This design comes from an exercise in tuning for small area and a short achievable clock period on the open sky130 flow, not from production work.
RTL that was checked went through simulation tests only; none was proved equivalent to the original.
No functional check of the RTL was part of run 6.
No activity file was given, so power comes from the tool's default toggle rates.

==> flow/design.v <==
module multiplier (a, b, prod, qnan, infinity, zero, normal, clk);
input [15:0] a, b;
input clk;
output [15:0] prod;
output qnan, infinity, zero, normal;
wire [12:0] bx = {1'b0, ~&b[14:10] & |b[14:10], b[9:0], 1'b0};
wire [5:0] c_bo, c_bt;
genvar gi;
generate for (gi = 0; gi < 6; gi = gi + 1) begin : rec
  assign c_bo[gi] = bx[2*gi+1] ^ bx[2*gi];
  assign c_bt[gi] = (bx[2*gi+2] & ~bx[2*gi+1] & ~bx[2*gi]) | (~bx[2*gi+2] & bx[2*gi+1] & bx[2*gi]);
end endgenerate
reg [10:0] sa;
reg [5:0] bo, bt;
reg [4:0] bn;
reg [4:0] ea, eb;
reg sgn1;
always @(posedge clk) begin
  sa <= {~&a[14:10] & |a[14:10], a[9:0]};
  bo <= c_bo;
  bt <= c_bt;
  bn <= {b[9], b[7], b[5], b[3], b[1]};
  ea <= a[14:10];
  eb <= b[14:10];
  sgn1 <= a[15] ^ b[15];
end
wire b_m0 = ~|{bo[4:0], bt[4:0]};
wire a_m0 = ~|sa[9:0];
wire a_e1 = &ea, b_e1 = &eb;
wire a_n = ~a_e1 & |ea, b_n = ~b_e1 & |eb;
wire a_inf = a_e1 & a_m0, b_inf = b_e1 & b_m0;
wire a_zero = ~a_n & ~a_e1 & a_m0, b_zero = ~b_n & ~b_e1 & b_m0;
wire c_qnan = (a_inf & b_zero) | (b_inf & a_zero);
wire c_zero = ~a_inf & ~b_inf & (a_zero | b_zero);
wire c_fin = ~a_e1 & ~b_e1 & ~a_zero & ~b_zero;
wire [5:0] esum = ea + eb;
wire [4:0] pe_nn = ea + eb + 5'd17;
wire [4:0] c_pe0 = (a_n & b_n) ? pe_nn : a_n ? ea : b_n ? eb : 5'd15;
wire [4:0] c_pe1 = c_pe0 + 5'd1;
wire c_f0 = c_fin & (~(a_n & b_n) | (esum <= 6'd45));
wire c_f1 = c_fin & ((a_n & b_n) ? (esum <= 6'd44) : a_n ? (ea != 5'd30) : b_n ? (eb != 5'd30) : 1'b1);
wire pp_0_0 = ~(bn[0] ^ ((bo[0] & sa[0])));
wire pp_0_1 = ~(bn[0] ^ ((bo[0] & sa[1]) | (bt[0] & sa[0])));
wire pp_0_2 = ~(bn[0] ^ ((bo[0] & sa[2]) | (bt[0] & sa[1])));
wire pp_0_3 = ~(bn[0] ^ ((bo[0] & sa[3]) | (bt[0] & sa[2])));
wire pp_0_4 = ~(bn[0] ^ ((bo[0] & sa[4]) | (bt[0] & sa[3])));
wire pp_0_5 = ~(bn[0] ^ ((bo[0] & sa[5]) | (bt[0] & sa[4])));
wire pp_0_6 = ~(bn[0] ^ ((bo[0] & sa[6]) | (bt[0] & sa[5])));
wire pp_0_7 = ~(bn[0] ^ ((bo[0] & sa[7]) | (bt[0] & sa[6])));
wire pp_0_8 = ~(bn[0] ^ ((bo[0] & sa[8]) | (bt[0] & sa[7])));
wire pp_0_9 = ~(bn[0] ^ ((bo[0] & sa[9]) | (bt[0] & sa[8])));
wire pp_0_10 = ~(bn[0] ^ ((bo[0] & sa[10]) | (bt[0] & sa[9])));
wire pp_0_11 = ~(bn[0] ^ ((bt[0] & sa[10])));
wire pp_1_0 = ~(bn[1] ^ ((bo[1] & sa[0])));
wire pp_1_1 = ~(bn[1] ^ ((bo[1] & sa[1]) | (bt[1] & sa[0])));
wire pp_1_2 = ~(bn[1] ^ ((bo[1] & sa[2]) | (bt[1] & sa[1])));
wire pp_1_3 = ~(bn[1] ^ ((bo[1] & sa[3]) | (bt[1] & sa[2])));
wire pp_1_4 = ~(bn[1] ^ ((bo[1] & sa[4]) | (bt[1] & sa[3])));
wire pp_1_5 = ~(bn[1] ^ ((bo[1] & sa[5]) | (bt[1] & sa[4])));
wire pp_1_6 = ~(bn[1] ^ ((bo[1] & sa[6]) | (bt[1] & sa[5])));
wire pp_1_7 = ~(bn[1] ^ ((bo[1] & sa[7]) | (bt[1] & sa[6])));
wire pp_1_8 = ~(bn[1] ^ ((bo[1] & sa[8]) | (bt[1] & sa[7])));
wire pp_1_9 = ~(bn[1] ^ ((bo[1] & sa[9]) | (bt[1] & sa[8])));
wire pp_1_10 = ~(bn[1] ^ ((bo[1] & sa[10]) | (bt[1] & sa[9])));
wire pp_1_11 = ~(bn[1] ^ ((bt[1] & sa[10])));
wire pp_2_0 = ~(bn[2] ^ ((bo[2] & sa[0])));
wire pp_2_1 = ~(bn[2] ^ ((bo[2] & sa[1]) | (bt[2] & sa[0])));
wire pp_2_2 = ~(bn[2] ^ ((bo[2] & sa[2]) | (bt[2] & sa[1])));
wire pp_2_3 = ~(bn[2] ^ ((bo[2] & sa[3]) | (bt[2] & sa[2])));
wire pp_2_4 = ~(bn[2] ^ ((bo[2] & sa[4]) | (bt[2] & sa[3])));
wire pp_2_5 = ~(bn[2] ^ ((bo[2] & sa[5]) | (bt[2] & sa[4])));
wire pp_2_6 = ~(bn[2] ^ ((bo[2] & sa[6]) | (bt[2] & sa[5])));
wire pp_2_7 = ~(bn[2] ^ ((bo[2] & sa[7]) | (bt[2] & sa[6])));
wire pp_2_8 = ~(bn[2] ^ ((bo[2] & sa[8]) | (bt[2] & sa[7])));
wire pp_2_9 = ~(bn[2] ^ ((bo[2] & sa[9]) | (bt[2] & sa[8])));
wire pp_2_10 = ~(bn[2] ^ ((bo[2] & sa[10]) | (bt[2] & sa[9])));
wire pp_2_11 = ~(bn[2] ^ ((bt[2] & sa[10])));
wire pp_3_0 = ~(bn[3] ^ ((bo[3] & sa[0])));
wire pp_3_1 = ~(bn[3] ^ ((bo[3] & sa[1]) | (bt[3] & sa[0])));
wire pp_3_2 = ~(bn[3] ^ ((bo[3] & sa[2]) | (bt[3] & sa[1])));
wire pp_3_3 = ~(bn[3] ^ ((bo[3] & sa[3]) | (bt[3] & sa[2])));
wire pp_3_4 = ~(bn[3] ^ ((bo[3] & sa[4]) | (bt[3] & sa[3])));
wire pp_3_5 = ~(bn[3] ^ ((bo[3] & sa[5]) | (bt[3] & sa[4])));
wire pp_3_6 = ~(bn[3] ^ ((bo[3] & sa[6]) | (bt[3] & sa[5])));
wire pp_3_7 = ~(bn[3] ^ ((bo[3] & sa[7]) | (bt[3] & sa[6])));
wire pp_3_8 = ~(bn[3] ^ ((bo[3] & sa[8]) | (bt[3] & sa[7])));
wire pp_3_9 = ~(bn[3] ^ ((bo[3] & sa[9]) | (bt[3] & sa[8])));
wire pp_3_10 = ~(bn[3] ^ ((bo[3] & sa[10]) | (bt[3] & sa[9])));
wire pp_3_11 = ~(bn[3] ^ ((bt[3] & sa[10])));
wire pp_4_0 = ~(bn[4] ^ ((bo[4] & sa[0])));
wire pp_4_1 = ~(bn[4] ^ ((bo[4] & sa[1]) | (bt[4] & sa[0])));
wire pp_4_2 = ~(bn[4] ^ ((bo[4] & sa[2]) | (bt[4] & sa[1])));
wire pp_4_3 = ~(bn[4] ^ ((bo[4] & sa[3]) | (bt[4] & sa[2])));
wire pp_4_4 = ~(bn[4] ^ ((bo[4] & sa[4]) | (bt[4] & sa[3])));
wire pp_4_5 = ~(bn[4] ^ ((bo[4] & sa[5]) | (bt[4] & sa[4])));
wire pp_4_6 = ~(bn[4] ^ ((bo[4] & sa[6]) | (bt[4] & sa[5])));
wire pp_4_7 = ~(bn[4] ^ ((bo[4] & sa[7]) | (bt[4] & sa[6])));
wire pp_4_8 = ~(bn[4] ^ ((bo[4] & sa[8]) | (bt[4] & sa[7])));
wire pp_4_9 = ~(bn[4] ^ ((bo[4] & sa[9]) | (bt[4] & sa[8])));
wire pp_4_10 = ~(bn[4] ^ ((bo[4] & sa[10]) | (bt[4] & sa[9])));
wire pp_4_11 = ~(bn[4] ^ ((bt[4] & sa[10])));
wire pp_5_0 = ~((bo[5] & sa[0]));
wire pp_5_1 = ~((bo[5] & sa[1]) | (bt[5] & sa[0]));
wire pp_5_2 = ~((bo[5] & sa[2]) | (bt[5] & sa[1]));
wire pp_5_3 = ~((bo[5] & sa[3]) | (bt[5] & sa[2]));
wire pp_5_4 = ~((bo[5] & sa[4]) | (bt[5] & sa[3]));
wire pp_5_5 = ~((bo[5] & sa[5]) | (bt[5] & sa[4]));
wire pp_5_6 = ~((bo[5] & sa[6]) | (bt[5] & sa[5]));
wire pp_5_7 = ~((bo[5] & sa[7]) | (bt[5] & sa[6]));
wire pp_5_8 = ~((bo[5] & sa[8]) | (bt[5] & sa[7]));
wire pp_5_9 = ~((bo[5] & sa[9]) | (bt[5] & sa[8]));
wire pp_5_10 = ~((bo[5] & sa[10]) | (bt[5] & sa[9]));
wire pp_5_11 = ~((bt[5] & sa[10]));
wire [4:0] bnn = ~bn;
wire s1, c2, s3, c4, s5, c6, s7, c8, s9, c10, s11, c12, s13, c14, s15, c16, s17, c18, s19, c20, s21, c22, s23, c24, s25, c26, s27, c28, s29, c30, s31, c32, s33, c34, s35, c36, s37, c38, s39, s40, c41, s42, c43, s44, c45, s46, c47, s48, c49, s50, c51, s52, c53, s54, c55, s56, c57, s58, c59, s60, c61, s62, c63, s64, c65, s66, c67, s68, c69, s70, s71, c72, s73, c74, s75, c76, s77, c78, s79, c80, s81, c82, s83, c84, s85, c86, s87, c88, s89, c90, s91, c92, s93, c94, s95, c96, s97, c98, s99, c100, s101, c102, s103, c104, s105, c106, s107, c108, s109;
nhs us1 (.a(pp_0_6), .b(pp_1_4), .y(s1));
nhc uc2 (.a(pp_0_6), .b(pp_1_4), .y(c2));
nhs us3 (.a(pp_0_7), .b(pp_1_5), .y(s3));
nhc uc4 (.a(pp_0_7), .b(pp_1_5), .y(c4));
fa us5 (.y(pp_0_8), .x(pp_1_6), .cin(pp_2_4), .sum(s5), .cout(c6));
nhs us7 (.a(pp_3_2), .b(pp_4_0), .y(s7));
nhc uc8 (.a(pp_3_2), .b(pp_4_0), .y(c8));
fa us9 (.y(pp_0_9), .x(pp_1_7), .cin(pp_2_5), .sum(s9), .cout(c10));
nhs us11 (.a(pp_3_3), .b(pp_4_1), .y(s11));
nhc uc12 (.a(pp_3_3), .b(pp_4_1), .y(c12));
fa us13 (.y(pp_0_10), .x(pp_1_8), .cin(pp_2_6), .sum(s13), .cout(c14));
fa us15 (.y(pp_3_4), .x(pp_4_2), .cin(pp_5_0), .sum(s15), .cout(c16));
fa us17 (.y(pp_0_11), .x(pp_1_9), .cin(pp_2_7), .sum(s17), .cout(c18));
fa us19 (.y(pp_3_5), .x(pp_4_3), .cin(pp_5_1), .sum(s19), .cout(c20));
fa us21 (.y(pp_1_10), .x(pp_2_8), .cin(pp_3_6), .sum(s21), .cout(c22));
fa us23 (.y(pp_4_4), .x(pp_5_2), .cin(bnn[0]), .sum(s23), .cout(c24));
fa us25 (.y(pp_1_11), .x(pp_2_9), .cin(pp_3_7), .sum(s25), .cout(c26));
fa us27 (.y(pp_4_5), .x(pp_5_3), .cin(bnn[0]), .sum(s27), .cout(c28));
fa us29 (.y(pp_2_10), .x(pp_3_8), .cin(pp_4_6), .sum(s29), .cout(c30));
fa us31 (.y(pp_5_4), .x(bn[0]), .cin(bn[1]), .sum(s31), .cout(c32));
ha us33 (.a(pp_2_11), .b(pp_3_9), .sum(s33), .cout(c34));
nhs us35 (.a(pp_4_7), .b(pp_5_5), .y(s35));
nhc uc36 (.a(pp_4_7), .b(pp_5_5), .y(c36));
fa us37 (.y(pp_3_10), .x(pp_4_8), .cin(pp_5_6), .sum(s37), .cout(c38));
assign s39 = ~pp_3_11;
nhs us40 (.a(pp_0_4), .b(pp_1_2), .y(s40));
nhc uc41 (.a(pp_0_4), .b(pp_1_2), .y(c41));
nhs us42 (.a(pp_0_5), .b(pp_1_3), .y(s42));
nhc uc43 (.a(pp_0_5), .b(pp_1_3), .y(c43));
fa us44 (.y(pp_2_2), .x(pp_3_0), .cin(bnn[3]), .sum(s44), .cout(c45));
fa us46 (.y(pp_2_3), .x(pp_3_1), .cin(c2), .sum(s46), .cout(c47));
fa us48 (.y(bnn[4]), .x(c4), .cin(s7), .sum(s48), .cout(c49));
fa us50 (.y(c8), .x(s11), .cin(c6), .sum(s50), .cout(c51));
fa us52 (.y(c12), .x(c10), .cin(s13), .sum(s52), .cout(c53));
fa us54 (.y(c14), .x(c16), .cin(s17), .sum(s54), .cout(c55));
fa us56 (.y(c18), .x(c20), .cin(s21), .sum(s56), .cout(c57));
fa us58 (.y(c22), .x(s25), .cin(c24), .sum(s58), .cout(c59));
fa us60 (.y(c26), .x(s29), .cin(c28), .sum(s60), .cout(c61));
fa us62 (.y(s35), .x(s33), .cin(c30), .sum(s62), .cout(c63));
fa us64 (.y(bn[2]), .x(c34), .cin(c36), .sum(s64), .cout(c65));
fa us66 (.y(pp_4_9), .x(pp_5_7), .cin(s39), .sum(s66), .cout(c67));
fa us68 (.y(pp_3_11), .x(pp_4_10), .cin(pp_5_8), .sum(s68), .cout(c69));
assign s70 = ~pp_4_11;
nhs us71 (.a(pp_0_2), .b(pp_1_0), .y(s71));
nhc uc72 (.a(pp_0_2), .b(pp_1_0), .y(c72));
nhs us73 (.a(pp_0_3), .b(pp_1_1), .y(s73));
nhc uc74 (.a(pp_0_3), .b(pp_1_1), .y(c74));
fa us75 (.y(pp_2_0), .x(bnn[2]), .cin(s40), .sum(s75), .cout(c76));
fa us77 (.y(pp_2_1), .x(c41), .cin(s42), .sum(s77), .cout(c78));
fa us79 (.y(c43), .x(s1), .cin(s44), .sum(s79), .cout(c80));
fa us81 (.y(s3), .x(c45), .cin(s46), .sum(s81), .cout(c82));
fa us83 (.y(s5), .x(c47), .cin(s48), .sum(s83), .cout(c84));
fa us85 (.y(s9), .x(c49), .cin(s50), .sum(s85), .cout(c86));
fa us87 (.y(s15), .x(c51), .cin(s52), .sum(s87), .cout(c88));
fa us89 (.y(s19), .x(c53), .cin(s54), .sum(s89), .cout(c90));
fa us91 (.y(s23), .x(c55), .cin(s56), .sum(s91), .cout(c92));
fa us93 (.y(s27), .x(c57), .cin(s58), .sum(s93), .cout(c94));
fa us95 (.y(s31), .x(c59), .cin(s60), .sum(s95), .cout(c96));
fa us97 (.y(c32), .x(s62), .cin(c61), .sum(s97), .cout(c98));
fa us99 (.y(s37), .x(s64), .cin(c63), .sum(s99), .cout(c100));
fa us101 (.y(c38), .x(s66), .cin(c65), .sum(s101), .cout(c102));
fa us103 (.y(bn[3]), .x(c67), .cin(s68), .sum(s103), .cout(c104));
fa us105 (.y(pp_5_9), .x(s70), .cin(c69), .sum(s105), .cout(c106));
fa us107 (.y(pp_4_11), .x(pp_5_10), .cin(bn[4]), .sum(s107), .cout(c108));
assign s109 = ~pp_5_11;
wire [21:0] ra_n = {s109, s107, c104, s103, s101, s99, c96, c94, c92, c90, c88, c86, c84, c82, c80, c78, c76, c74, c72, bnn[1], pp_0_1, pp_0_0};
wire [21:0] rb_n = {c108, c106, s105, c102, c100, c98, s97, s95, s93, s91, s89, s87, s85, s83, s81, s79, s77, s75, s73, s71, 1'b1, bnn[0]};
wire [21:0] ck = ra_n & rb_n;
wire [21:0] cp = ra_n ^ rb_n;
wire G0_1 = ck[1] | (cp[1] & (ra_n[0] | rb_n[0]));
wire G0_2 = ck[2] | (cp[2] & ck[1]);
wire P0_2 = cp[2] & cp[1];
wire G0_3 = ck[3] | (cp[3] & ck[2]);
wire P0_3 = cp[3] & cp[2];
wire G0_4 = ck[4] | (cp[4] & ck[3]);
wire P0_4 = cp[4] & cp[3];
wire G0_5 = ck[5] | (cp[5] & ck[4]);
wire P0_5 = cp[5] & cp[4];
wire G0_6 = ck[6] | (cp[6] & ck[5]);
wire P0_6 = cp[6] & cp[5];
wire G0_7 = ck[7] | (cp[7] & ck[6]);
wire P0_7 = cp[7] & cp[6];
wire G0_8 = ck[8] | (cp[8] & ck[7]);
wire P0_8 = cp[8] & cp[7];
wire G0_9 = ck[9] | (cp[9] & ck[8]);
wire P0_9 = cp[9] & cp[8];
wire G0_10 = ck[10] | (cp[10] & ck[9]);
wire P0_10 = cp[10] & cp[9];
wire G0_11 = ck[11] | (cp[11] & ck[10]);
wire P0_11 = cp[11] & cp[10];
wire G0_12 = ck[12] | (cp[12] & ck[11]);
wire P0_12 = cp[12] & cp[11];
wire G0_13 = ck[13] | (cp[13] & ck[12]);
wire P0_13 = cp[13] & cp[12];
wire G0_14 = ck[14] | (cp[14] & ck[13]);
wire P0_14 = cp[14] & cp[13];
wire G0_15 = ck[15] | (cp[15] & ck[14]);
wire P0_15 = cp[15] & cp[14];
wire G0_16 = ck[16] | (cp[16] & ck[15]);
wire P0_16 = cp[16] & cp[15];
wire G0_17 = ck[17] | (cp[17] & ck[16]);
wire P0_17 = cp[17] & cp[16];
wire G0_18 = ck[18] | (cp[18] & ck[17]);
wire P0_18 = cp[18] & cp[17];
wire G0_19 = ck[19] | (cp[19] & ck[18]);
wire P0_19 = cp[19] & cp[18];
wire G0_20 = ck[20] | (cp[20] & ck[19]);
wire P0_20 = cp[20] & cp[19];
wire G0_21 = ck[21] | (cp[21] & ck[20]);
wire P0_21 = cp[21] & cp[20];
wire G1_2 = G0_2 | (P0_2 & (ra_n[0] | rb_n[0]));
wire G1_3 = G0_3 | (P0_3 & G0_1);
wire G1_4 = G0_4 | (P0_4 & G0_2);
wire P1_4 = P0_4 & P0_2;
wire G1_5 = G0_5 | (P0_5 & G0_3);
wire P1_5 = P0_5 & P0_3;
wire G1_6 = G0_6 | (P0_6 & G0_4);
wire P1_6 = P0_6 & P0_4;
wire G1_7 = G0_7 | (P0_7 & G0_5);
wire P1_7 = P0_7 & P0_5;
wire G1_8 = G0_8 | (P0_8 & G0_6);
wire P1_8 = P0_8 & P0_6;
wire G1_9 = G0_9 | (P0_9 & G0_7);
wire P1_9 = P0_9 & P0_7;
wire G1_10 = G0_10 | (P0_10 & G0_8);
wire P1_10 = P0_10 & P0_8;
wire G1_11 = G0_11 | (P0_11 & G0_9);
wire P1_11 = P0_11 & P0_9;
wire G1_12 = G0_12 | (P0_12 & G0_10);
wire P1_12 = P0_12 & P0_10;
wire G1_13 = G0_13 | (P0_13 & G0_11);
wire P1_13 = P0_13 & P0_11;
wire G1_14 = G0_14 | (P0_14 & G0_12);
wire P1_14 = P0_14 & P0_12;
wire G1_15 = G0_15 | (P0_15 & G0_13);
wire P1_15 = P0_15 & P0_13;
wire G1_16 = G0_16 | (P0_16 & G0_14);
wire P1_16 = P0_16 & P0_14;
wire G1_17 = G0_17 | (P0_17 & G0_15);
wire P1_17 = P0_17 & P0_15;
wire G1_18 = G0_18 | (P0_18 & G0_16);
wire P1_18 = P0_18 & P0_16;
wire G1_19 = G0_19 | (P0_19 & G0_17);
wire P1_19 = P0_19 & P0_17;
wire G1_20 = G0_20 | (P0_20 & G0_18);
wire P1_20 = P0_20 & P0_18;
wire G1_21 = G0_21 | (P0_21 & G0_19);
wire P1_21 = P0_21 & P0_19;
wire G2_4 = G1_4 | (P1_4 & (ra_n[0] | rb_n[0]));
wire G2_5 = G1_5 | (P1_5 & G0_1);
wire G2_6 = G1_6 | (P1_6 & G1_2);
wire G2_7 = G1_7 | (P1_7 & G1_3);
wire G2_8 = G1_8 | (P1_8 & G1_4);
wire P2_8 = P1_8 & P1_4;
wire G2_9 = G1_9 | (P1_9 & G1_5);
wire P2_9 = P1_9 & P1_5;
wire G2_10 = G1_10 | (P1_10 & G1_6);
wire P2_10 = P1_10 & P1_6;
wire G2_11 = G1_11 | (P1_11 & G1_7);
wire P2_11 = P1_11 & P1_7;
wire G2_12 = G1_12 | (P1_12 & G1_8);
wire P2_12 = P1_12 & P1_8;
wire G2_13 = G1_13 | (P1_13 & G1_9);
wire P2_13 = P1_13 & P1_9;
wire G2_14 = G1_14 | (P1_14 & G1_10);
wire P2_14 = P1_14 & P1_10;
wire G2_15 = G1_15 | (P1_15 & G1_11);
wire P2_15 = P1_15 & P1_11;
wire G2_16 = G1_16 | (P1_16 & G1_12);
wire P2_16 = P1_16 & P1_12;
wire G2_17 = G1_17 | (P1_17 & G1_13);
wire P2_17 = P1_17 & P1_13;
wire G2_18 = G1_18 | (P1_18 & G1_14);
wire P2_18 = P1_18 & P1_14;
wire G2_19 = G1_19 | (P1_19 & G1_15);
wire P2_19 = P1_19 & P1_15;
wire G2_20 = G1_20 | (P1_20 & G1_16);
wire P2_20 = P1_20 & P1_16;
wire G2_21 = G1_21 | (P1_21 & G1_17);
wire P2_21 = P1_21 & P1_17;
wire G3_8 = G2_8 | (P2_8 & (ra_n[0] | rb_n[0]));
wire G3_9 = G2_9 | (P2_9 & G0_1);
wire G3_10 = G2_10 | (P2_10 & G1_2);
wire G3_11 = G2_11 | (P2_11 & G1_3);
wire G3_12 = G2_12 | (P2_12 & G2_4);
wire G3_13 = G2_13 | (P2_13 & G2_5);
wire G3_14 = G2_14 | (P2_14 & G2_6);
wire G3_15 = G2_15 | (P2_15 & G2_7);
wire G3_16 = G2_16 | (P2_16 & G2_8);
wire P3_16 = P2_16 & P2_8;
wire G3_17 = G2_17 | (P2_17 & G2_9);
wire P3_17 = P2_17 & P2_9;
wire G3_18 = G2_18 | (P2_18 & G2_10);
wire P3_18 = P2_18 & P2_10;
wire G3_19 = G2_19 | (P2_19 & G2_11);
wire P3_19 = P2_19 & P2_11;
wire G3_20 = G2_20 | (P2_20 & G2_12);
wire P3_20 = P2_20 & P2_12;
wire G3_21 = G2_21 | (P2_21 & G2_13);
wire P3_21 = P2_21 & P2_13;
wire G4_16 = G3_16 | (P3_16 & (ra_n[0] | rb_n[0]));
wire G4_17 = G3_17 | (P3_17 & G0_1);
wire G4_18 = G3_18 | (P3_18 & G1_2);
wire G4_19 = G3_19 | (P3_19 & G1_3);
wire G4_20 = G3_20 | (P3_20 & G2_4);
wire G4_21 = G3_21 | (P3_21 & G2_5);
wire [22:0] ncy;
assign ncy[0] = 1'b1;
assign ncy[1] = (ra_n[0] | rb_n[0]);
assign ncy[2] = G0_1;
assign ncy[3] = G1_2;
assign ncy[4] = G1_3;
assign ncy[5] = G2_4;
assign ncy[6] = G2_5;
assign ncy[7] = G2_6;
assign ncy[8] = G2_7;
assign ncy[9] = G3_8;
assign ncy[10] = G3_9;
assign ncy[11] = G3_10;
assign ncy[12] = G3_11;
assign ncy[13] = G3_12;
assign ncy[14] = G3_13;
assign ncy[15] = G3_14;
assign ncy[16] = G3_15;
assign ncy[17] = G4_16;
assign ncy[18] = G4_17;
assign ncy[19] = G4_18;
assign ncy[20] = G4_19;
assign ncy[21] = G4_20;
assign ncy[22] = G4_21;
wire [21:0] raw = ~(cp ^ ncy[21:0]);
reg [11:0] r2;
reg hin2, sgn2, q2, z2, f02, f12;
reg [4:0] pe2;
always @(posedge clk) begin
  r2 <= raw[21:10];
  hin2 <= ~raw[21];
  sgn2 <= sgn1;
  q2 <= c_qnan;
  z2 <= c_zero;
  f02 <= c_f0;
  f12 <= c_f1;
  pe2 <= c_pe0;
end
wire [4:0] pe2i = pe2 + 5'd1;
wire [4:0] e0 = f02 ? pe2 : {5{~z2}};
wire [4:0] e1 = f12 ? pe2i : {5{~z2}};
wire hi = r2[11];
wire lo = hin2;
wire fin = (hi & f12) | (lo & f02);
assign qnan = q2;
assign zero = z2;
assign normal = fin;
assign infinity = ~(q2 | z2 | fin);
assign prod[15] = sgn2;
assign prod[14:10] = ({5{hi}} & e1) | ({5{lo}} & e0);
assign prod[9:0] = ({10{hi & f12}} & r2[10:1]) | ({10{lo & f02}} & r2[9:0]) | {q2, 3'b000, q2, 1'b0, q2, 1'b0, q2, 1'b0};
endmodule
module nhs (a, b, y);
input a, b;
output y;
assign y = ~(a ^ b);
endmodule
module nhc (a, b, y);
input a, b;
output y;
assign y = a | b;
endmodule
module g_xor2 (a, b, y);
input a, b;
output y;
assign y = a ^ b;
endmodule
module g_xnor2 (a, b, y);
input a, b;
output y;
assign y = ~(a ^ b);
endmodule
module g_nor2 (a, b, y);
input a, b;
output y;
assign y = ~(a | b);
endmodule
module g_nand2 (a, b, y);
input a, b;
output y;
assign y = ~(a & b);
endmodule
module g_inv (a, y);
input a;
output y;
assign y = ~a;
endmodule
module g_a21oi (a, b, c, y);
input a, b, c;
output y;
assign y = ~((a & b) | c);
endmodule
module g_o21ai (a, b, c, y);
input a, b, c;
output y;
assign y = ~((a | b) & c);
endmodule
module xr2 (a, b, y);
input a, b;
output y;
assign y = a ^ b;
endmodule
module ha (a, b, sum, cout);
input a, b;
output sum, cout;
assign sum = a ^ b;
assign cout = a & b;
endmodule
module fa (x, y, cin, sum, cout);
input x, y, cin;
output sum, cout;
assign sum = x ^ y ^ cin;
assign cout = (x & y) | (x & cin) | (y & cin);
endmodule
==> flow/flow/run.sh <==
#!/bin/bash
set -euo pipefail
cp standard.sh standard_copy.sh
sed "s|^make -C|make SETUP_SLACK_MARGIN=8.1 'CTS_ARGS=-sink_clustering_enable -repair_clock_nets -buf_list sky130_fd_sc_hd__clkbuf_8 -dont_use_dummy_load' 'BUFFER_PORTS_ARGS=-buffer_cell sky130_fd_sc_hd__buf_1' -C|" standard.sh > tight.sh
grep -q "BUFFER_PORTS_ARGS=-buffer_cell" tight.sh
bash tight.sh > make_flow.log 2>&1
==> flow/standard.sh <==
#!/bin/bash
# synth_recipe.tcl (not shown) runs the flow's synth.tcl, then flattens the netlist and writes it again
# the make line also repeats each setting of config.mk as NAME=value (left out here)
make -C /OpenROAD-flow-scripts/flow DESIGN_CONFIG=/design/flow/config.mk WORK_HOME=/design/flow/orfs CLKGATE_MAP_FILE= SYNTH_SCRIPT=/design/flow/synth_recipe.tcl "${@:-finish}"
==> flow/config.mk <==
export PLATFORM = sky130hd
export DESIGN_NAME = multiplier
export DESIGN_NICKNAME = multiplier
export VERILOG_FILES = /design/flow/design.v
export SDC_FILE = /design/flow/constraint.sdc
export NUM_CORES = 4
export LEC_CHECK = 0
export CAP_MARGIN = 20
export CORE_MARGIN = 2
export CORE_UTILIZATION = 62
export CTS_BUF_LIST = sky130_fd_sc_hd__clkbuf_8
export PLACE_DENSITY = 0.75
export SLEW_MARGIN = 20
export SYNTH_HIERARCHICAL = 1
==> flow/constraint.sdc <==
create_clock -name core_clock -period 12.0 [get_ports {clk}]
set_input_delay 2.4000 -clock core_clock [delete_from_list [all_inputs] [get_ports {clk}]]
set_output_delay 2.4000 -clock core_clock [all_outputs]
set_load 0.01 [all_outputs]
==> flow_summary.toml, run 1 <==
[run_status]
status = "no timing/DRC/antenna violations"

[sta]
period_needed_ps = 3960
finalSetupViolations = 0
hold_viol = 0
slew_headroom_pct = 67.9
hold_ws_ps = 330
tightest_slew_ps = 480
fin_skew_ps = 23.8
setup_tns_ps = 0
slew_viol_final = 0
post-route-period-util_pct = 33.0
rsz0062_at_grt = "true"
fmax_ghz = 0.253

[die]
die_w_um = 96.7
num_rows = 33
die_area_um2 = 9360
core_area_um2 = 8260
start_util_pct = 64.6
top_level_ports = 53
die_y_um = 96.7

[clock_network]
h-tree-depth = 3
cts_buffers = 9
clockBufferDepth = 2
insertion_delay_ps = 350
clkTransAtPathRegs_ps = 60
root_buffer = "clkbuf_8"
cts_hold_buf = 0
cts.sinks = 62
cts_tree = "yes"

[power_and_ir_drop]
ir_drop_mv = 0.187
p_comb_share_pct = 73.0
p_sw_share_pct = 46.7
pwr-share-clk_pct = 8.2
power.internal_uw = 873
pwr-share-seq_pct = 18.8
power.switching_uw = 766
p_leak_nw = 2.34
powerDensity_nw_per_um2 = 268

[route]
drc = 0
routedWlPerCell_um = 17.4
route.antenna.remaining_nets = 0
vias = 4445
drtIter0Drc = 372
drt_wl_total_mm = 12.5
dr.pass1.iters = 5
via_per_inst = 6.20

[place]
port_buffers = 52
hpwl_mm = 9.09
gp_congestion = 0.924

[synth]
synthCells = 558
ys_ff_latch = 62
synth_flop_cell = "dfxtp_1"
async_reset_ff_share_pct = 0
synth_area_um2 = 5330
synth_edf_count = 0
syn_nets = 668
yosys_warnings = 7
ys_types = 56
synth_area_per_cell_um2 = 9.55
synth_seq_area_share_pct = 23.3

[grt]
grt_pass1_wl_mm = 20.4
grt.total_usage_pct = 26.7
grt_max_degree = 14
grt_overflow = 0
grt_pass1_vias = 4265
antenna_found_initial = 0

[setup_path]
r2r_setup_slack_ps = 8200
r2r-start = "bn[2]$_DFF_P_"
cp_slowest_cell = "dfxtp_4"
crit_fanout = 3
end_kind = "primary output"
startpoint_type = "flop"
r2r_end = "r2[6]$_DFF_P_"
path_delay_family = "flip-flops"
required_ps = 9600
r2r_cells = 12
worstPathArrival_ps = 1560
path_class = "reg -> out"
cp_cell_sequence = "ha_4, and3_4, nand2b_1, a21oi_1, a211o_1, buf_2"
critical_path_buf_inv_count = 1
cpPeakStageDelay_ps = 360

[min_path]
worstHoldPathType = "reg -> reg"
min_delay_worst_endpoint = "sgn2$_DFF_P_"
holdPathStages = 0
min_from = "sgn1$_DFF_P_"

[layout]
nNetsFinal = 724
final_cell_mix = "71 x xnor2_1, 59 x a22oi_1, 48 x buf_1"
final_common_cell = "xnor2_1"
area_growth_pct = 14.5
fill_cells = 601
layout-drive-gt1-share_pct = 18.6
antenna_cells = 0

[flow_run]
maxCapViolCount = 0
per-module statistics from Yosys (local to each module, per instance):
| module | cell area, µm² | copies in the design | cells | flops+latches |
|---|---|---|---|---|
| fa | 20.0 | 43 | 1 | 0 |
| nhc | 6.26 | 9 | 1 | 0 |
| nhs | 8.76 | 9 | 1 | 0 |
| multiplier | 4320 | 1 | 496 | 62 |
| ha | 12.5 | 1 | 1 | 0 |
cell usage after synthesis, drive strengths merged, types with 2 or more instances:
master	n	area, µm²
a211o	4	35.0
a211oi	3	32.5
a21o	7	52.6
a21oi	24	120
a221o	4	40.0
a22o	7	61.3
a22oi	61	458
a31oi	6	37.5
a32oi	2	17.5
and2	5	31.3
and3	9	57.6
buf	8	33.8
clkbuf	25	93.8
clkinv	2	7.51
dfxtp	62	1240
fa	46	921
ha	31	388
inv	13	48.8
mux2i	4	40.0
nand2	27	101
nand2b	7	43.8
nand3	5	25.0
nand3b	4	30.0
nand4	6	37.5
nor2	24	97.6
nor2b	5	31.3
nor3	6	30.0
nor4	5	31.3
o211ai	3	32.5
o21a	3	23.8
o21ai	19	98.8
o22ai	4	25.0
or2	12	75.1
or4	4	30.0
xnor2	75	657
xor2	15	131
final cells by class:
type	count	area, µm²	share of cell area (%)
clock buffer	9	124	2.03
multi-input combinational	449	4060	66.5
sequential	62	1310	21.5
timing repair buffer	77	400	6.56
inverter	15	77.6	1.27
tap	105	131	2.15
worst register-to-register path, stage by stage (launching register included):
cell	delay, ps
dfxtp_1	430
clkinv_4	180
xnor2_2	190
fa_1	510
fa_1	540
fa_1	420
ha_1	380
inv_1	190
nor2_1	80
nor2_2	180
o2111ai_2	210
a31oi_1	270
xor2_1	150
logic make-up (layout without fill, tap and decap cells):
family          count (synthesis)  in the layout  share of synthesized area (%)
compound gates                155            155                           21.1
xor+xnor                       90             90                           14.8
fa+ha+maj                      77             77                           24.5
buf+inv                        48            101                           3.45
flops                          62             62                           23.3
mux                             4              4                          0.751
simple gates                  122            123                           12.1
worst max-delay path by stage:
stage | startpoint | end | slack (ps) | depth (start not counted)
6_report | pe2[0]$_DFF_P_ | prod[14] | 8040 | 6
2_1_floorplan | bn[2]$_DFF_P_ | r2[8]$_DFF_P_ | 8110 | 14
5_1_grt | pe2[0]$_DFF_P_ | prod[14] | 7990 | 6
3_5_place_dp | bn[2]$_DFF_P_ | r2[6]$_DFF_P_ | 7640 | 12
3_3_place_gp | bn[2]$_DFF_P_ | r2[6]$_DFF_P_ | 7800 | 12
4_1_cts | pe2[0]$_DFF_P_ | prod[14] | 8040 | 6
per-stage QoR:
step | instances | utilization [%] | setup slack, ps | power [mW] | cell area (µm²)
after CTS | 704 | 71.0 | 8040 | 1.51 | 5860
after floorplan | 558 | - | 8110 | 1.10 | 5330
after global routing | 717 | 73.9 | 7990 | 1.78 | 6110
after global placement | 682 | 67.0 | 7800 | 1.30 | 5530
after detailed placement | 682 | 67.0 | 7640 | 1.33 | 5530
final | 717 | 73.9 | 8040 | 1.64 | 6110
what timing repair did:
action / in CTS / in global routing
pin swaps: 6 / 10
endpoints found under the setup margin: 24 / 16
gates cloned: 0 / 1
gates resized for setup: 47 / 45
setup buffers: 13 / 12
registers in the layout, summed over array words and instances, names as in the netlist:
register  flops
sgn1          1
bn            5
eb            5
sgn2          1
bo            6
pe2           5
f12           1
ea            5
sa           11
z2            1
f02           1
hin2          1
bt            6
r2           12
q2            1
routing by layer:
layer,GRT usage [%],part of all wire [%]
met2,41.7,47
met4,9.86,2.0
met1,37.4,45
met5,0,0
met3,4.70,6.1
power groups by stage:
stage | clock, mW | combinational (mW) | sequential [mW]
after floorplan | 0 | 0.820 | 0.280
after global placement | 0 | 0.996 | 0.301
after detailed placement | 0 | 1.03 | 0.302
after CTS | 0.139 | 1.07 | 0.303
after global routing | 0.147 | 1.32 | 0.312
final | 0.134 | 1.20 | 0.308
==> run 2, diff against run 1 <==
==> flow/flow/run.sh (replaced) <==
#!/bin/bash
set -euo pipefail
cp standard.sh standard_copy.sh
sed "s|^make -C|make SETUP_SLACK_MARGIN=8.0 'CTS_ARGS=-sink_clustering_enable -repair_clock_nets -buf_list sky130_fd_sc_hd__clkbuf_4 -dont_use_dummy_load' 'BUFFER_PORTS_ARGS=-buffer_cell sky130_fd_sc_hd__buf_1' -C|" standard.sh > tight.sh
grep -q "BUFFER_PORTS_ARGS=-buffer_cell" tight.sh
bash tight.sh > make_flow.log 2>&1
==> run 2 against run 1 <==
Net effect:
- still clean
- design area fell by 2.5%
- highest routed layer unchanged
- clock skew up 19 ps
- critical path depth stayed put
- core utilization shrank 1.9 points
- setup slack worse by 63 ps
- routed wire length is 2.7% lower
==> flow_summary.toml, run 2 <==
[run_status]
status = "no timing/DRC/antenna violations"

[setup_path]
worstPathArrival_ps = 1620
path_class = "reg -> out"
required_ps = 9600
cpPeakStageDelay_ps = 380
path_delay_family = "flip-flops"
crit_fanout = 3
critical_path_buf_inv_count = 1
end_kind = "primary output"
cp_cell_sequence = "ha_4, and3_4, nand2b_1, a21oi_1, a211o_1, buf_2"
cp_slowest_cell = "dfxtp_4"
crit_start = "pe2[1]$_DFF_P_"
startpoint_type = "flop"
r2r-start = "bt[3]$_DFF_P_"

[clock_network]
root_buffer = "clkbuf_4"
cts_hold_buf = 0
h-tree-depth = 3
cts.sinks = 62
clockBufferDepth = 2
clkTransAtPathRegs_ps = 110
cts_tree = "yes"
cts_buffers = 9
insertion_delay_ps = 410

[power_and_ir_drop]
p_leak_nw = 2.27
powerDensity_nw_per_um2 = 252
ir_drop_mv = 0.177

[layout]
fin_cells = 712
multi_input_area_um2 = 4000
nNetsFinal = 719
register_area_um2 = 1300
reg_top3 = "r2 (12), sa (11)"
layout-drive-gt1-share_pct = 16.1
final_common_cell = "xnor2_1"
antenna_cells = 0
fill_cells = 629
final_cell_mix = "74 x xnor2_1, 61 x a22oi_1, 48 x buf_1"
largest_reg_flops = 12
top_register = "r2"
area_growth_pct = 11.6
design_area_um2 = 5950
utilization_pct = 72.1

[synth]
yosysTopAreaCell = "dfxtp_1"
synth.area.top_cells = "dfxtp_1 23%, fa_1 17%, xnor2_1 12%"
synthTopCellsByCount = "75 x xnor2_1, 62 x dfxtp_1, 61 x a22oi_1"
synth_flop_cell = "dfxtp_1"
synth_seq_area_share_pct = 23.3
ys_types = 56
synth_area_per_cell_um2 = 9.55
synth_edf_count = 0
yosys_warnings = 7
synth_area_um2 = 5330
netlist.area_leader.share_pct = 23.3
async_reset_ff_share_pct = 0
ys_ff_latch = 62
syn_nets = 668
synthCells = 558
synth_most_common_cell = "xnor2_1"

[place]
port_buffers = 52
placed_area_um2 = 5530
hpwl_mm = 9.01
gp_congestion = 0.922
dp_cells = 682
post-place-ws_ps = 7660

[die]
die_w_um = 96.7
core_area_um2 = 8260
num_rows = 33
die_area_um2 = 9360
top_level_ports = 53
die_y_um = 96.7
start_util_pct = 64.6

[sta]
fin_ws_ps = 7980
tightest_slew_ps = 486
slew_headroom_pct = 67.6
fin_skew_ps = 42.3
post-route-period-util_pct = 33.5
setup_tns_ps = 0
finalSetupViolations = 0
slew_viol_final = 0
period_needed_ps = 4020
rsz0062_at_grt = "true"
fmax_ghz = 0.249
hold_viol = 0

[route]
via_per_inst = 6.30
dr.pass1.iters = 5
drt_wl_total_mm = 12.1
routedWlPerCell_um = 17.0
vias = 4489
route.antenna.remaining_nets = 0
drtIter0Drc = 365
drc = 0

[grt]
antenna_found_initial = 0
grt.total_usage_pct = 26.4
grt_max_degree = 14
grt_overflow = 0
grt_pass1_wl_mm = 20.2
grt_pass1_vias = 4200

[min_path]
worstHoldPathType = "reg -> reg"
min_from = "sgn1$_DFF_P_"

[flow_run]
maxCapViolCount = 0
==> run 2: power by group <==
group	switching, mW	total, mW	internal (mW)
Combinational	0.609	1.10	0.488
Clock	0.0633	0.0980	0.0347
Sequential	0.0457	0.306	0.260
==> run 2: worst paths after layout <==
| kind | slack, ps | depth (start not counted) | end |
|---|---|---|---|
| setup / recovery | 7980 | 6 | prod[14] |
| hold / removal | 330 | 0 | sgn2$_DFF_P_ |
| setup reg to reg | 8080 | 12 | r2[6]$_DFF_P_ |
| hold reg to reg | 330 | 0 | sgn2$_DFF_P_ |
==> run 2: area by class of cell <==
cell class              count  share of cell area (%)
clock buffers               9                    1.14
flip-flops and latches     62                    21.9
multi-input cells         448                    67.2
well taps                 105                    2.21
inverters                  15                    1.30
repair buffers             73                    6.29
==> run 2: cell families (layout without fill, tap and decap cells) <==
family                   after synthesis  count (layout)  synth area share, %
adder cells (fa/ha/maj)               77              77                 24.5
XOR/XNOR                              90              90                 14.8
multiplexers                           4               4                0.751
buffers and inverters                 48              97                 3.45
flip-flops                            62              62                 23.3
AO/OA/AOI/OAI                        155             155                 21.1
AND/OR/NAND/NOR                      122             122                 12.1
==> run 2: metal layers <==
metal | wire length, µm | track usage (%) | vias up
li1 | - | - | 2103
met1 | 5330 | 37.8 | 2159
met2 | 5750 | 41.3 | 204
met3 | 817 | 5.06 | 23
met4 | 233 | 6.61 | 0
met5 | 0 | 0 | -
==> run 2: per-module statistics from Yosys, one instance, submodules excluded <==
module	flip-flops and latches	cells inside
nhc	0	1
fa	0	1
ha	0	1
nhs	0	1
multiplier	62	496
==> run 2: what timing repair did <==
item / 4_1_cts / 5_1_grt
setup buffers: 14 / 7
pin swaps: 4 / 5
endpoints found under the setup margin: 26 / 15
gates resized for setup: 46 / 33
==> run 2: stage by stage <==
step / hold slack, ps / total power [mW]
5_1_grt: 354 / 1.64
6_report: 332 / 1.50
4_1_cts: 335 / 1.45
3_3_place_gp: 310 / 1.30
2_1_floorplan: 310 / 1.10
3_5_place_dp: 315 / 1.33
==> run 2: worst register-to-register path: cells and delay by family, from the launching register on <==
| kind | cells | cell delay, ps |
|---|---|---|
| and+or+nand+nor | 2 | 310 |
| buffers and inverters | 1 | 170 |
| adders and majority gates | 4 | 1840 |
| DFF | 1 | 480 |
| AOI/OAI and AO/OA | 3 | 650 |
| xor gates and xnor gates | 2 | 400 |
==> run 3, diff against run 2 <==
==> flow/flow/run.sh (replaced) <==
#!/bin/bash
set -euo pipefail
cp standard.sh standard_copy.sh
sed "s|^make -C|make SETUP_SLACK_MARGIN=7.8 'CTS_ARGS=-sink_clustering_enable -repair_clock_nets -buf_list sky130_fd_sc_hd__clkbuf_8 -dont_use_dummy_load' 'BUFFER_PORTS_ARGS=-buffer_cell sky130_fd_sc_hd__buf_2' -C|" standard.sh > tight.sh
grep -q "BUFFER_PORTS_ARGS=-buffer_cell" tight.sh
bash tight.sh > make_flow.log 2>&1
==> run 3 against run 2 <==
Net effect:
- synthesized cell count did not move
- fmax down 0.44%
- worst hold slack got worse by 2.5 ps
- sequential cell count stayed put
- largest cell class unchanged
- sequential share of layout area fell by 0.60 points
==> flow_summary.toml, run 3 <==
[place]
post-place-ws_ps = 7650
hpwl_mm = 9.16
port_buffers = 52
gp_congestion = 0.930

[die]
die_w_um = 96.7
core_area_um2 = 8260
num_rows = 33
start_util_pct = 64.6
die_y_um = 96.7
die_area_um2 = 9360
top_level_ports = 53

[synth]
synth_most_common_cell = "xnor2_1"
synth_edf_count = 0
synth_flop_cell = "dfxtp_1"
syn_nets = 668
synthTopCellsByCount = "75 x xnor2_1, 62 x dfxtp_1, 61 x a22oi_1"
synth_area_per_cell_um2 = 9.55
synthCells = 558
async_reset_ff_share_pct = 0
ys_ff_latch = 62
ys_types = 56
synth_area_um2 = 5330
synth_seq_area_share_pct = 23.3
yosysTopAreaCell = "dfxtp_1"
synth.area.top_cells = "dfxtp_1 23%, fa_1 17%, xnor2_1 12%"
netlist.area_leader.share_pct = 23.3
yosys_warnings = 7

[grt]
grt.total_usage_pct = 26.6
grt_pass1_wl_mm = 20.3
grt_max_degree = 14
antenna_found_initial = 0
grt_overflow = 0
grt_pass1_vias = 4222

[clock_network]
h-tree-depth = 3
cts.sinks = 62
cts_hold_buf = 0
cts_tree = "yes"
insertion_delay_ps = 340
clkTransAtPathRegs_ps = 70
clockBufferDepth = 2
root_buffer = "clkbuf_8"
cts_buffers = 9

[layout]
reg_top3 = "r2 (12), sa (11)"
antenna_cells = 0
top_register = "r2"
final_common_cell = "xnor2_1"
register_area_um2 = 1260
final_cell_mix = "75 x xnor2_1, 61 x a22oi_1, 52 x buf_2"
nNetsFinal = 715
largest_reg_flops = 12
fill_cells = 648
utilization_pct = 71.5
layout-drive-gt1-share_pct = 19.6
area_growth_pct = 10.8
multi_input_area_um2 = 3930

[sta]
slew_headroom_pct = 67.5
hold_viol = 0
fin_ws_ps = 7960
tightest_slew_ps = 486
period_needed_ps = 4040
rsz0062_at_grt = "false"
fin_skew_ps = 19.2
post-route-period-util_pct = 33.6
slew_viol_final = 0
fmax_ghz = 0.248
finalSetupViolations = 0
setup_tns_ps = 0

[route]
drtIter0Drc = 273
route.antenna.remaining_nets = 0
vias = 4418
drt_wl_total_mm = 12.1
dr.pass1.iters = 5
routedWlPerCell_um = 17.1
drc = 0
via_per_inst = 6.24

[power_and_ir_drop]
ir_drop_mv = 0.170
powerDensity_nw_per_um2 = 259
p_leak_nw = 2.39

[setup_path]
cp_cell_sequence = "and2_1, or2_2, nor3_1, buf_2"
worstPathArrival_ps = 1640
critical_path_buf_inv_count = 1
path_class = "reg -> out"
startpoint_type = "flop"
cp_slowest_cell = "dfxtp_1"
crit_fanout = 11
path_delay_family = "simple AND/OR/NAND/NOR gates"
cpPeakStageDelay_ps = 390
required_ps = 9600
end_kind = "primary output"

[run_status]
status = "no timing/DRC/antenna violations"

[min_path]
worstHoldPathType = "reg -> reg"

[flow_run]
maxCapViolCount = 0
-- run 3: cell types whose count changed in the layout (fill, tap and decap cells not counted), sizes merged --
cell  change
buf       -4
-- run 3: per-layer routing --
metal | vias to the layer above | GRT usage [%] | part of all wire [%]
met5 | - | 0 | 0
met4 | 0 | 11.2 | 2.6
met3 | 29 | 4.77 | 6.6
met2 | 193 | 40.8 | 46
met1 | 2112 | 37.2 | 45
li1 | 2084 | - | -
-- run 3: path summary, 6_finish.rpt --
kind / from / endpoint / slack (ps) / depth (start not counted)
setup / recovery: f12$_DFF_P_ / infinity / 7960 / 4
hold / removal: sgn1$_DFF_P_ / sgn2$_DFF_P_ / 330 / 0
setup reg to reg: bn[3]$_DFF_P_ / r2[8]$_DFF_P_ / 7960 / 12
hold reg to reg: sgn1$_DFF_P_ / sgn2$_DFF_P_ / 330 / 0
-- run 3: cell type report --
type | instances | area share [%]
Multi-Input combinational cell | 448 | 66.6
Sequential cell | 62 | 21.3
Timing Repair Buffer | 69 | 6.57
Tap cell | 105 | 2.22
Clock buffer | 9 | 2.10
Inverter | 15 | 1.21
-- run 3: where the power goes --
part | internal (mW) | switching (mW)
combinational | 0.474 | 0.616
sequential | 0.260 | 0.0436
clock | 0.0665 | 0.0685
-- run 3: cells by family (layout without fill, tap and decap cells) --
family	Yosys count	count (layout)	share of synthesized area, %
mux	4	4	0.751
xor+xnor	90	90	14.8
flops	62	62	23.3
buf+inv	48	93	3.45
simple gates	122	122	12.1
compound gates	155	155	21.1
fa+ha+maj	77	77	24.5
-- run 3: stage by stage --
stage | std cells | total power [mW] | hold slack (ps) | cell area [µm²]
floorplan | 558 | 1.10 | 310 | 5330
global placement | 682 | 1.31 | 311 | 5600
detailed placement | 682 | 1.35 | 316 | 5600
CTS | 691 | 1.49 | 333 | 5730
global route | 708 | 1.66 | 350 | 5910
finish | 708 | 1.53 | 330 | 5910
-- run 3: modules after synthesis (local to each module, per instance) --
| module | copies in the design | area (µm²) | cells inside | flip-flops and latches |
|---|---|---|---|---|
| multiplier | 1 | 4320 | 496 | 62 |
| nhs | 9 | 8.76 | 1 | 0 |
| fa | 43 | 20.0 | 1 | 0 |
| nhc | 9 | 6.26 | 1 | 0 |
| ha | 1 | 12.5 | 1 | 0 |
-- run 3: repair_timing --
item / in CTS / in global routing
gates resized for setup: 4 / 23
cloned: 0 / 0
setup endpoints to repair: 10 / 10
buffers inserted: 0 / 17
==> run 4, diff against run 3 <==
==> flow/flow/run.sh (replaced) <==
#!/bin/bash
set -euo pipefail
cp standard.sh standard_copy.sh
sed "s|^make -C|make SETUP_SLACK_MARGIN=8.0 'CTS_ARGS=-sink_clustering_enable -repair_clock_nets -buf_list sky130_fd_sc_hd__clkbuf_8 -dont_use_dummy_load' 'BUFFER_PORTS_ARGS=-buffer_cell sky130_fd_sc_hd__buf_2' -C|" standard.sh > tight.sh
grep -q "BUFFER_PORTS_ARGS=-buffer_cell" tight.sh
bash tight.sh > make_flow.log 2>&1
==> run 4 against run 3 <==
Net effect:
- still clean
- sequential cell count unchanged
- cell count unchanged
- synthesized cell count unchanged
- sequential share of layout area decreased by 0.11 points
- via count increased by 0.75%
- critical endpoint is now prod[14]
==> flow_summary.toml, run 4 <==
[run_status]
status = "no timing/DRC/antenna violations"

[grt]
grt_pass1_wl_mm = 20.7
grt.total_usage_pct = 27.1
grt_overflow = 0
grt_max_degree = 14
antenna_found_initial = 0
grt_pass1_vias = 4244

[layout]
largest_reg_flops = 12
layout-drive-gt1-share_pct = 23.7
reg_top3 = "r2 (12), sa (11)"
final_cell_mix = "73 x xnor2_1, 61 x a22oi_1, 52 x buf_2"
fin_cells = 708
nNetsFinal = 715
antenna_cells = 0
utilization_pct = 73.0
top_register = "r2"
final_common_cell = "xnor2_1"
fill_cells = 616
area_growth_pct = 13.1

[setup_path]
end_kind = "primary output"
r2r_end = "r2[6]$_DFF_P_"
required_ps = 9600
r2r_setup_slack_ps = 8130
startpoint_type = "flop"
r2r_cells = 12
path_class = "reg -> out"
r2r-start = "bn[3]$_DFF_P_"
worstPathArrival_ps = 1530
crit_fanout = 4

[place]
post-place-ws_ps = 7650
dp_cells = 682
port_buffers = 52
hpwl_mm = 9.16
gp_congestion = 0.930

[route]
route.antenna.remaining_nets = 0
drc = 0
drt_wl_total_mm = 12.4
via_per_inst = 6.29
routedWlPerCell_um = 17.5
drtIter0Drc = 341
vias = 4451
dr.pass1.iters = 5

[sta]
fmax_ghz = 0.255
tightest_slew_ps = 476
setup_tns_ps = 0
slew_viol_final = 0
slew_headroom_pct = 68.2
fin_ws_ps = 8070
fin_skew_ps = 19.0
rsz0062_at_grt = "true"
post-route-period-util_pct = 32.7
hold_viol = 0
period_needed_ps = 3930
finalSetupViolations = 0

[synth]
yosys_warnings = 7
yosysTopAreaCell = "dfxtp_1"
syn_nets = 668
synth_most_common_cell = "xnor2_1"
synth_area_per_cell_um2 = 9.55
synth.area.top_cells = "dfxtp_1 23%, fa_1 17%, xnor2_1 12%"
async_reset_ff_share_pct = 0
synth_seq_area_share_pct = 23.3
netlist.area_leader.share_pct = 23.3
ys_types = 56
synth_edf_count = 0
synthCells = 558
synth_area_um2 = 5330
synthTopCellsByCount = "75 x xnor2_1, 62 x dfxtp_1, 61 x a22oi_1"
synth_flop_cell = "dfxtp_1"
ys_ff_latch = 62

[clock_network]
cts_hold_buf = 0
cts_buffers = 9
cts_tree = "yes"
cts.sinks = 62
clockBufferDepth = 2
h-tree-depth = 3
insertion_delay_ps = 340
root_buffer = "clkbuf_8"
clkTransAtPathRegs_ps = 70

[power_and_ir_drop]
powerDensity_nw_per_um2 = 267
ir_drop_mv = 0.172
p_leak_nw = 2.42

[min_path]
holdPathStages = 0
worstHoldPathType = "reg -> reg"
min_delay_worst_endpoint = "sgn2$_DFF_P_"
min_from = "sgn1$_DFF_P_"

[die]
top_level_ports = 53
core_area_um2 = 8260
start_util_pct = 64.6
die_w_um = 96.7
num_rows = 33
die_area_um2 = 9360
die_y_um = 96.7

[flow_run]
maxCapViolCount = 0
[run 4: cell counts after synthesis]
No cell type changed its count.
[run 4: power breakdown]
group	leakage [nW]	switching, mW	internal (mW)
Clock	0.0647	0.0691	0.0665
Combinational	1.83	0.646	0.522
Sequential	0.523	0.0459	0.260
Total	2.42	0.761	0.849
[run 4: layer usage]
| metal | up-vias | part of all wire [%] | global-route usage [%] | wire length, µm |
|---|---|---|---|---|
| met5 | - | 0 | 0 | 0 |
| met4 | 0 | 2.6 | 10.2 | 318 |
| met3 | 27 | 5.7 | 3.83 | 713 |
| met2 | 182 | 47 | 42.5 | 5810 |
| met1 | 2153 | 45 | 38.3 | 5570 |
| li1 | 2089 | - | - | - |
[run 4: layout make-up]
cell class / count / area, µm² / share of cell area (%)
clock buffer: 9 / 124 / 2.05
multi-input combinational: 448 / 4020 / 66.6
timing repair buffer: 69 / 404 / 6.70
sequential: 62 / 1280 / 21.2
inverter: 15 / 75.1 / 1.24
tap: 105 / 131 / 2.18
[run 4: logic make-up after synthesis]
logic type | share of synthesized area, %
fa+ha+maj | 24.5
xor+xnor | 14.8
simple gates | 12.1
mux | 0.751
buf+inv | 3.45
flops | 23.3
compound gates | 21.1
[run 4: per-module statistics from Yosys (local to each module, per instance)]
module,cells inside,flip-flops and latches
multiplier,496,62
fa,1,0
ha,1,0
nhs,1,0
nhc,1,0
[run 4: critical path, stage by stage (launching register included)]
cell and delay [ps]:
dfxtp_4 370, ha_4 140, and3_4 180, o21ai_1 60
a211o_1 300, buf_2 140
[run 4: how the worst max path moves through the flow]
| stage | startpoint | end | slack (ps) | cells after the start |
|---|---|---|---|---|
| floorplan | bn[3]$_DFF_P_ | r2[8]$_DFF_P_ | 8090 | 14 |
| global placement | bn[2]$_DFF_P_ | r2[6]$_DFF_P_ | 7790 | 12 |
| detailed placement | bn[2]$_DFF_P_ | r2[6]$_DFF_P_ | 7650 | 12 |
| CTS | z2$_DFF_P_ | prod[14] | 7990 | 5 |
| global route | bn[2]$_DFF_P_ | r2[6]$_DFF_P_ | 7960 | 12 |
| finish | pe2[0]$_DFF_P_ | prod[14] | 8070 | 5 |
[run 4: repair_timing]
item                                    in CTS  in global routing
buffers inserted                            12                  5
gates resized for setup                     26                 38
pin swaps                                    0                  4
endpoints found under the setup margin      14                 15
[run 4: metrics by stage]
stage / hold WS (ps) / instance area, µm² / total power, mW
2_1_floorplan: 310 / 5330 / 1.10
3_3_place_gp: 311 / 5600 / 1.31
6_report: 330 / 6030 / 1.61
5_1_grt: 350 / 6030 / 1.75
4_1_cts: 333 / 5870 / 1.50
3_5_place_dp: 316 / 5600 / 1.35
==> run 5, diff against run 4 <==
==> flow/flow/run.sh (replaced) <==
#!/bin/bash
set -euo pipefail
cp standard.sh standard_copy.sh
sed "s|^make -C|make SETUP_SLACK_MARGIN=8.0 'CTS_ARGS=-sink_clustering_enable -repair_clock_nets -buf_list sky130_fd_sc_hd__clkbuf_8 -dont_use_dummy_load' 'BUFFER_PORTS_ARGS=-buffer_cell sky130_fd_sc_hd__buf_1' -C|" standard.sh > tight.sh
grep -q "BUFFER_PORTS_ARGS=-buffer_cell" tight.sh
bash tight.sh > make_flow.log 2>&1
==> run 5 against run 4 <==
Net effect:
- count of clock-buffer cells in the layout unchanged
- design area is 1.5% lower
- critical endpoint is now prod[13]
- still clean
- cell count shrank 0.14%
- highest routed layer unchanged
- routed wire length fell by 3.2%
- synthesized cell count stayed put
- core utilization fell by 1.1 points
- first-iteration DRC count grew 1.8%
==> flow_summary.toml, run 5 <==
[run_status]
status = "no timing/DRC/antenna violations"

[grt]
grt_pass1_wl_mm = 20.2
grt_pass1_vias = 4227
grt.total_usage_pct = 26.4
antenna_found_initial = 0
grt_max_degree = 14
grt_overflow = 0

[sta]
hold_viol = 0
rsz0062_at_grt = "true"
fin_skew_ps = 24.3
period_needed_ps = 3960
setup_tns_ps = 0
post-route-period-util_pct = 33.0
finalSetupViolations = 0
slew_viol_final = 0
fmax_ghz = 0.253
slew_headroom_pct = 66.9
tightest_slew_ps = 496

[synth]
synth_most_common_cell = "xnor2_1"
synth_seq_area_share_pct = 23.3
synth_area_um2 = 5330
synthTopCellsByCount = "75 x xnor2_1, 62 x dfxtp_1, 61 x a22oi_1"
synthCells = 558
ys_types = 56
yosysTopAreaCell = "dfxtp_1"
synth_area_per_cell_um2 = 9.55
async_reset_ff_share_pct = 0
ys_ff_latch = 62
netlist.area_leader.share_pct = 23.3
synth.area.top_cells = "dfxtp_1 23%, fa_1 17%, xnor2_1 12%"
syn_nets = 668
synth_edf_count = 0
yosys_warnings = 7
synth_flop_cell = "dfxtp_1"

[clock_network]
h-tree-depth = 3
cts_buffers = 9
insertion_delay_ps = 340
cts.sinks = 62
clkTransAtPathRegs_ps = 70
cts_tree = "yes"
clockBufferDepth = 2
cts_hold_buf = 0
root_buffer = "clkbuf_8"

[place]
port_buffers = 52
gp_congestion = 0.922
hpwl_mm = 9.01

[die]
start_util_pct = 64.6
num_rows = 33
top_level_ports = 53
core_area_um2 = 8260
die_w_um = 96.7
die_y_um = 96.7
die_area_um2 = 9360

[layout]
antenna_cells = 0
layout-drive-gt1-share_pct = 14.8
final_cell_mix = "74 x xnor2_1, 61 x a22oi_1, 50 x buf_1"
top_register = "r2"
reg_top3 = "r2 (12), sa (11)"
largest_reg_flops = 12
area_growth_pct = 11.5
final_common_cell = "xnor2_1"
utilization_pct = 72.0
nNetsFinal = 714

[setup_path]
crit_fanout = 3
crit_start = "pe2[0]$_DFF_P_"
required_ps = 9600
worstPathArrival_ps = 1560
end_kind = "primary output"
startpoint_type = "flop"
path_class = "reg -> out"
r2r-start = "bn[3]$_DFF_P_"

[power_and_ir_drop]
p_comb_share_pct = 71.2
ir_drop_mv = 0.178
p_leak_nw = 2.26
power.total_mw = 1.52
pwr-share-seq_pct = 20.0
power.internal_uw = 804
power.switching_uw = 717
powerDensity_nw_per_um2 = 256
pwr-share-clk_pct = 8.8
p_sw_share_pct = 47.1

[route]
dr.pass1.iters = 6
drtIter0Drc = 347
routedWlPerCell_um = 17.0
route.antenna.remaining_nets = 0
via_per_inst = 6.21
vias = 4392
drc = 0
drt_wl_total_mm = 12.0

[min_path]
worstHoldPathType = "reg -> reg"
min_from = "sgn1$_DFF_P_"

[flow_run]
maxCapViolCount = 0
[run 5: cell counts after synthesis]
No cell type changed its count.
[run 5: kinds of logic after synthesis]
| group | count (synthesis) | share of synthesized area (%) |
|---|---|---|
| flops | 62 | 23.3 |
| mux | 4 | 0.751 |
| fa+ha+maj | 77 | 24.5 |
| xor+xnor | 90 | 14.8 |
| simple gates | 122 | 12.1 |
| buf+inv | 48 | 3.45 |
| compound gates | 155 | 21.1 |
[run 5: per-layer routing]
layer,routed length [µm],GRT usage [%],share of wire [%],up-vias
li1,-,-,-,2089
met1,5360,37.5,45,2122
met2,5650,40.3,47,158
met3,745,4.99,6.2,23
met4,257,9.75,2.1,0
met5,0,0,0,-
[run 5: repair_timing]
action | in CTS | in global routing
resized for setup | 28 | 41
endpoints found under the setup margin | 13 | 15
buffers inserted | 13 | 3
endpoints found under the hold margin | 0 | 0
pin swaps | 1 | 3
[run 5: worst paths after layout]
kind | end | slack (ps) | cells past startpoint
worst max-delay path | prod[13] | 8040 | 5
worst min-delay path | sgn2$_DFF_P_ | 330 | 0
worst max register to register | r2[8]$_DFF_P_ | 8140 | 13
worst min register to register | sgn2$_DFF_P_ | 330 | 0
[run 5: per-module statistics from Yosys (local to each module, per instance)]
| module | cells | cell area (µm²) | copies in the design |
|---|---|---|---|
| ha | 1 | 12.5 | 1 |
| nhs | 1 | 8.76 | 9 |
| fa | 1 | 20.0 | 43 |
| nhc | 1 | 6.26 | 9 |
| multiplier | 496 | 4320 | 1 |
[run 5: critical path, stage by stage, from the launching register on]
cell,delay [ps]
dfxtp_2,350
buf_4,120
and3_1,190
o21ai_0,120
a211o_1,310
buf_1,130
[run 5: cell type report]
| type | count | area, µm² |
|---|---|---|
| tap | 105 | 131 |
| fill | 629 | 2320 |
| multi-input combinational | 448 | 3980 |
| sequential | 62 | 1300 |
| clock buffer | 9 | 124 |
| inverter | 15 | 72.6 |
| timing repair buffer | 68 | 330 |
[run 5: power groups by stage]
stage / logic [mW] / clock network, mW / registers (mW)
2_1_floorplan: 0.820 / 0 / 0.280
6_report: 1.08 / 0.134 / 0.304
4_1_cts: 1.04 / 0.139 / 0.302
5_1_grt: 1.21 / 0.147 / 0.310
3_5_place_dp: 1.02 / 0 / 0.302
3_3_place_gp: 0.994 / 0 / 0.301
[run 5: stage by stage]
step	hold slack [ps]	std cells	worst slack (ps)	area [µm²]
final	326	707	8040	5940
after global routing	347	707	7970	5940
after CTS	329	704	7950	5830
after detailed placement	315	682	7660	5530
after global placement	310	682	7810	5530
after floorplan	310	558	8090	5330
==> run 6, diff against run 5 <==
--- a/flow/design.v
+++ b/flow/design.v
@@ -36,3 +36,3 @@
 wire [5:0] esum = ea + eb;
-wire [4:0] pe_nn = ea + eb + 5'd17;
+wire [4:0] pe_nn = esum[4:0] + 5'd17;
 wire [4:0] c_pe0 = (a_n & b_n) ? pe_nn : a_n ? ea : b_n ? eb : 5'd15;
==> run 6 against run 5 <==
Net effect:
- critical path depth increased by 1
- first-iteration DRC count increased by 23%
- register-to-register slack got worse by 70 ps
- worst hold slack got worse by 6.1 ps
- core utilization decreased by 0.091 points
- sequential cell count unchanged
- fmax about the same
- die area decreased by 0.54%
- routed wire length increased by 2.3%
- largest cell class unchanged
- combinational power about the same
- via count decreased by 1.1%
- clock power about the same
==> flow_summary.toml, run 6 <==
[run_status]
status = "no timing/DRC/antenna violations"

[layout]
fill_cells = 641
top_register = "r2"
layout-drive-gt1-share_pct = 15.9
largest_reg_flops = 12
area_growth_pct = 11.9
antenna_cells = 0
final_common_cell = "xnor2_1"
nNetsFinal = 703
utilization_pct = 71.9

[synth]
ys_ff_latch = 62
synth_area_per_cell_um2 = 9.62
yosys_warnings = 7
synth_flop_cell = "dfxtp_1"
yosysTopAreaCell = "dfxtp_1"
synth_area_um2 = 5300
netlist.area_leader.share_pct = 23.4
syn_nets = 659
synth.area.top_cells = "dfxtp_1 23%, fa_1 17%, xnor2_1 13%"
synth_seq_area_share_pct = 23.4
async_reset_ff_share_pct = 0

[die]
top_level_ports = 53
die_y_um = 96.5
num_rows = 33
die_w_um = 96.5
start_util_pct = 64.2
core_area_um2 = 8260
die_area_um2 = 9310

[clock_network]
clockBufferDepth = 2
clkTransAtPathRegs_ps = 60
cts.sinks = 62
cts_buffers = 9
insertion_delay_ps = 340
cts_tree = "yes"
cts_hold_buf = 0

[sta]
tightest_slew_ps = 666
post-route-period-util_pct = 32.9
fin_skew_ps = 13.6
slew_viol_final = 0
period_needed_ps = 3950
rsz0062_at_grt = "true"
setup_tns_ps = 0
hold_viol = 0

[grt]
grt_max_degree = 14
grt_overflow = 0
grt_use_met2_pct = 42.4
grt_pass1_wl_mm = 19.6
grt_pass1_vias = 4041
grt.total_usage_pct = 27.3
grt_busiest_layer = "met2"
gr-usage-met3_pct = 5.20

[setup_path]
end_kind = "primary output"
worstPathArrival_ps = 1550
startpoint_type = "flop"
path_class = "reg -> out"
crit_fanout = 4

[route]
routedWlPerCell_um = 17.6
route.antenna.remaining_nets = 0
via_per_inst = 6.22
vias = 4344
drc = 0
dr.pass1.iters = 6

[power_and_ir_drop]
p_comb_share_pct = 70.8
power.internal_uw = 797
p_leak_nw = 2.29
pwr-share-clk_pct = 8.8
power.switching_uw = 709
powerDensity_nw_per_um2 = 254

[min_path]
holdPathStages = 0

[place]
hpwl_mm = 9.08
port_buffers = 52
[run 6: final cells by class]
class	count	area, µm²	area share (%)
clock buffers	9	124	2.09
flip-flops and latches	62	1300	21.8
multi-input cells	439	4000	67.3
repair buffers	64	300	5.06
well taps	105	131	2.21
inverters	19	87.6	1.48
[run 6: final timing paths]
check | slack, ps | startpoint | endpoint
worst max-delay path | 8050 | pe2[0]$_DFF_P_ | prod[14]
worst min-delay path | 320 | sgn1$_DFF_P_ | sgn2$_DFF_P_
worst max register to register | 8070 | bn[4]$_DFF_P_ | r2[8]$_DFF_P_
worst min register to register | 320 | sgn1$_DFF_P_ | sgn2$_DFF_P_
[run 6: kinds of logic (layout without fill, tap and decap cells)]
logic type / after synthesis / after routing / synth area share, %
compound gates: 149 / 149 / 20.6
simple gates: 122 / 122 / 12.9
xor+xnor: 91 / 91 / 15.0
fa+ha+maj: 75 / 75 / 23.9
flops: 62 / 62 / 23.4
buf+inv: 50 / 92 / 3.75
mux: 2 / 2 / 0.378
[run 6: what timing repair did]
item                                    CTS  global route
gates resized for setup                  24            50
endpoints found under the setup margin   12            14
pin swaps                                 1             3
buffers inserted                          8             4
hold endpoints to repair                  0             0
[run 6: metrics by stage]
stage	power, mW	area (µm²)	cells	worst slack [ps]	hold WS [ps]
2_1_floorplan	1.08	5300	551	8040	310
3_3_place_gp	1.27	5500	677	7810	311
3_5_place_dp	1.30	5500	677	7690	320
4_1_cts	1.46	5740	694	7990	325
5_1_grt	1.65	5930	698	7970	340
6_report	1.51	5930	698	8050	320
[run 6: per-layer routing]
| layer | share of wire [%] | routed length, µm | vias to the layer above |
|---|---|---|---|
| met5 | 0 | 0 | - |
| met4 | 2.4 | 293 | 0 |
| met3 | 8.0 | 984 | 35 |
| met2 | 46 | 5650 | 210 |
| met1 | 44 | 5360 | 2059 |
| li1 | - | - | 2040 |
[run 6: per-module statistics from Yosys (local to each module, per instance)]
module	cells inside	copies in the design
multiplier	489	1
nhc	1	9
nhs	1	9
fa	1	43
ha	1	1
[run 6: power groups by stage]
stage | combinational (mW) | sequential (mW) | clock [mW]
finish | 1.07 | 0.306 | 0.133
global placement | 0.968 | 0.302 | 0
detailed placement | 0.999 | 0.303 | 0
CTS | 1.02 | 0.302 | 0.138
global route | 1.19 | 0.311 | 0.147
floorplan | 0.798 | 0.281 | 0
[run 6: critical path, cell delays in order (launching register included)]
cell and delay (ps):
dfxtp_2 350, ha_4 170, and3_4 180, nand2b_1 60, a21oi_1 60, a211o_1 270
buf_2 140

Re-timed with assumed drivers on the ports (clkbuf_16 on the clock, buf_2 on other inputs), run 6 has 8.013 ns of setup slack against 8.046 ns with ideal ports, and 8.068 ns once port delays also move by the mid clock arrival of 0.362 ns.
